What follows belongs to an exercise in optimizing a design on an open flow for a short achievable clock period and few clock cycles; a production flow would make more cautious choices. Function was checked by simulation only, so behaviour that the tests miss may differ from the original. Power figures rest on the tool's default switching activity, not on a simulated workload.

==> flow/design.v (excerpt) <==
module Integration(input clk,
	 input rst,
	 output [31:0]mem_addr,
	 output [31:0]mem_wdata,
	 output mem_we,
	 input [31:0]mem_rdata
 );
	localparam OP_R = 6'b000000, OP_LW = 6'b100011, OP_SW = 6'b101011,
	           OP_BEQ = 6'b000100, OP_J = 6'b001000;
	reg [31:0] rf [0:9];
	reg [9:0] pc_f;      
	reg [9:0] a_lo;      
	reg d_valid;
	reg [31:0] d_ir;
	reg [9:0] d_pc;
	reg [9:0] d_pc1;     
	reg [31:0] d_ra, d_rb, d_pval;
	reg d_pw_a, d_pw_b;
	reg e_valid;
	reg [9:0] e_pc;
	reg e_rwe;           
	reg e_ldwe;          
	reg [4:0] e_wa;      
	reg e_mem, e_st, e_beq;
	reg [31:0] e_a, e_b, e_opb;
	reg [31:0] e_g, e_p, e_gc, e_pp;
	reg e_b_w;           
	reg e_opb_b;         
	reg e_sub, e_and;
	reg [9:0] e_tgt;
	reg e_tgt_nz;        
	reg m_active, m_st, m_ldwe;
	reg [3:0] m_wa;
	reg [31:0] m_addr, m_data;
	reg w_we;
	reg [3:0] w_wa;
	reg [31:0] w_res;
	wire stall = m_active;
	wire [31:0] kg [0:5];
	wire [31:0] kp [0:5];
	assign kg[0] = e_gc;     
	assign kp[0] = e_pp;
	genvar gl, gi;
	generate
		for (gl = 0; gl < 5; gl = gl + 1) begin : ks
			for (gi = 0; gi < 32; gi = gi + 1) begin : b
				if (gi >= (1 << gl)) begin : c
					assign kg[gl + 1][gi] = kg[gl][gi] | (kp[gl][gi] & kg[gl][gi - (1 << gl)]);
					assign kp[gl + 1][gi] = kp[gl][gi] & kp[gl][gi - (1 << gl)];
				end else begin : n
					assign kg[gl + 1][gi] = kg[gl][gi];
					assign kp[gl + 1][gi] = kp[gl][gi];
				end
			end
		end
	endgenerate
  ...
Size in the first run: roughly 3900 cells after synthesis, ~870 flip-flops, roughly 99 I/O pins, ~42000 um2 of cells after synthesis.
Settings: LEC_CHECK=0, CAP_MARGIN=20, CORE_MARGIN=2, CORE_UTILIZATION=40, SLEW_MARGIN=20; clock period 8.0 ns.
standard.sh (not shown) runs the stock make flow with config.mk's settings and CLKGATE_MAP_FILE= SYNTH_SCRIPT=/design/flow/synth_recipe.tcl, a recipe that flattens the netlist after the stock synthesis.
==> flow/flow/run.sh <==
#!/bin/bash
set -euo pipefail
export BUFFER_PORTS_ARGS="-inputs -outputs -buffer_cell sky130_fd_sc_hd__buf_8"
bash standard.sh SETUP_SLACK_MARGIN=6 MATCH_CELL_FOOTPRINT=0 finish > run_make.log 2>&1
The first run completed with no timing, DRC or antenna violations.
Testbench counts at the start, summed over its fixed seeds: cycles 10,250.
Edit:
--- a/flow/design.v
+++ b/flow/design.v
@@ -59,50 +59,46 @@
 	wire [31:0] sum = e_x ^ {kg[5][30:0], e_sub};
 	wire [31:0] res = sum;
 	reg br_pend;
 	reg [9:0] br_tgt;
 	wire e_exec = e_valid & ~stall & ~br_pend;
 	wire e_taken = e_exec & e_beq & e_tgt_nz & ~|(e_p & ~e_g);    
 	wire m_next = e_exec & e_mem;
 	wire [4:0] d_rs = d_ir[25:21];
 	wire [4:0] d_rt = d_ir[20:16];
 	wire [4:0] d_rd = d_ir[15:11];
 	wire [9:0] d_tgt = d_pc1 + d_ir[9:0];
 	wire d_tgt_nz = |d_ir[9:0];
-	wire [5:0] d_op = d_ir[31:26];
-	wire d_isr = (d_op == OP_R);
-	wire d_isld = (d_op == OP_LW);
-	wire d_isst = (d_op == OP_SW);
-	wire d_isbeq = (d_op == OP_BEQ);
-	wire d_same = (d_rs == d_rt) | (d_rs >= 5'd10 & d_rt >= 5'd10);
-	wire d_sub = d_isr & (d_ir[5:0] == 6'd1);
-	wire d_and = d_isr & (d_ir[5:0] == 6'd2);
-	wire d_rwe = d_isr & (d_rd < 5'd10);
-	wire d_ldwe = d_isld & (d_rt < 5'd10);
+	reg d_isr, d_isld, d_isst, d_isbeq, d_same, d_sub, d_and, d_rwe, d_ldwe;
 	wire [31:0] rf_a = d_pw_a ? d_pval : d_ra;
 	wire [31:0] rf_b = d_pw_b ? d_pval : d_rb;
 	reg c_ea, c_eb;
 	reg e_byp_a, e_byp_b, w_byp_a, w_byp_b;
 	wire e_ldb_a = e_exec & e_ldwe & c_ea;
 	wire e_ldb_b = e_exec & e_ldwe & c_eb;
 	wire [4:0] d_wa = d_isr ? d_rd : d_rt;
 	wire [31:0] aw = w_byp_a ? w_res : rf_a;
 	wire [31:0] bw = w_byp_b ? w_res : rf_b;
 	wire d_mem = d_isld | d_isst;
 	wire [31:0] d_imm = {{16{d_ir[15]}}, d_ir[15:0]};
 	wire f_isj = ~mem_rdata[31] & ~mem_rdata[30] & mem_rdata[29] &
 	             ~mem_rdata[28] & ~mem_rdata[27] & ~mem_rdata[26];
 	wire [4:0] f_rs = mem_rdata[25:21];
 	wire [4:0] f_rt = mem_rdata[20:16];
+	wire f_isbeq = ~mem_rdata[31] & ~mem_rdata[30] & ~mem_rdata[29] &
+	               mem_rdata[28] & ~mem_rdata[27] & ~mem_rdata[26];
+	wire f_same = (f_rs == f_rt) | (f_rs >= 5'd10 & f_rt >= 5'd10);
 	wire [9:0] pc_inc = pc_f + 10'd1;
+	wire f_isr = (mem_rdata[31:26] == OP_R);
+	wire f_isld = (mem_rdata[31:26] == OP_LW);
 	wire d_redirect = ~br_pend & d_valid & d_isbeq & d_same & d_tgt_nz;
 	wire smc_hit = m_st & ((e_valid & (m_addr[9:0] == e_pc)) |
 	                       (d_valid & (m_addr[9:0] == d_pc)));
 	wire [9:0] smc_pc = e_valid ? e_pc : d_pc;
 	wire [9:0] pc_other = br_pend ? br_tgt : pc_inc;
 	wire j_en = ~stall & ~br_pend & ~d_redirect;
 	wire [9:0] pc_keep = stall ? (smc_hit ? smc_pc : pc_f) : pc_other;
 	wire [9:0] a_keep = stall ? (smc_hit ? smc_pc : pc_f) : (m_next ? sum[9:0] : pc_other);
 	wire d_take = ~stall & ~br_pend & d_redirect;
 	wire [9:0] pc_next = d_take ? d_tgt : ((f_isj & j_en) ? mem_rdata[9:0] : pc_keep);
 	wire [9:0] a_next = (d_take & ~m_next) ? d_tgt :
 	                    ((f_isj & j_en & ~m_next) ? mem_rdata[9:0] : a_keep);
@@ -184,24 +180,33 @@
 			ld_a <= e_ldb_a;
 			ld_b <= e_ldb_b;
 			e_mem <= d_valid & (d_isld | d_isst);
 			e_st <= d_isst;
 			e_beq <= d_isbeq & ~d_same;
 			e_opb_b <= ~(d_isld | d_isst);
 			e_sub <= d_sub;
 			e_and <= d_and;
 			br_tgt <= e_tgt;
 			e_tgt <= d_tgt;
 			e_tgt_nz <= d_tgt_nz;
 			d_ir <= mem_rdata;
+			d_isr <= f_isr;
+			d_isld <= f_isld;
+			d_isst <= (mem_rdata[31:26] == OP_SW);
+			d_isbeq <= f_isbeq;
+			d_same <= f_same;
+			d_sub <= f_isr & (mem_rdata[5:0] == 6'd1);
+			d_and <= f_isr & (mem_rdata[5:0] == 6'd2);
+			d_rwe <= f_isr & (mem_rdata[15:11] < 5'd10);
+			d_ldwe <= f_isld & (f_rt < 5'd10);
 			d_pc <= pc_f;
 			d_pc1 <= pc_inc;
 			d_ra <= f_ra;
 			d_rb <= f_rb;
 			d_pval <= w_res;
 			d_pw_a <= w_we & (f_rs == {1'b0, w_wa});
 			d_pw_b <= w_we & (f_rt == {1'b0, w_wa});
 		end
 	end
 	always @(posedge clk or posedge rst) begin
 		if (rst)
 			pc_f <= 0;
The changed run finished clean.
Flip-flop and latch count increases by 3.
Total power increases by 54%.
Worst setup slack gets worse by 130 ps.
Cell area decreases by 1.2%.
Clock skew increases by 32 ps.
Sequential share of layout area increases by 0.64 points.
Critical path depth decreases by 1.
Testbench counts after the change, summed over its fixed seeds: cycles 10,250.

[separate check: timing with driven ports]
The flow's constraints put no driver on any port. The routed layouts listed below were extracted and timed again, unchanged, in two steps. Step 1: set_driving_cell puts a clkbuf_16 on clk and a buf_2 on each other input, an assumption about the parent block. Step 2 moves the port delays by t, midway between the first and last clock arrival at a register: inputs arrive t later, outputs are due t later. That takes back most of the time a late clock gives input paths. Slacks: no drivers / after step 1 / after step 2; pairs: no drivers / after step 1.
| run | t, ns | setup WS [ns] | worst setup path after step 2 | cell pins on the clock port's net |
|---|---|---|---|---|
| the first run | 0.769 | 5.205 / 5.172 / 4.525 | input to register | 1 |
| the second run | 0.774 | 5.079 / 5.115 / 4.342 | input to register | 1 |
After both steps every run listed still meets setup and hold. The setup slack of the second run, which loses most, moves by +0.036 ns with the drivers and by -0.737 ns with both steps.
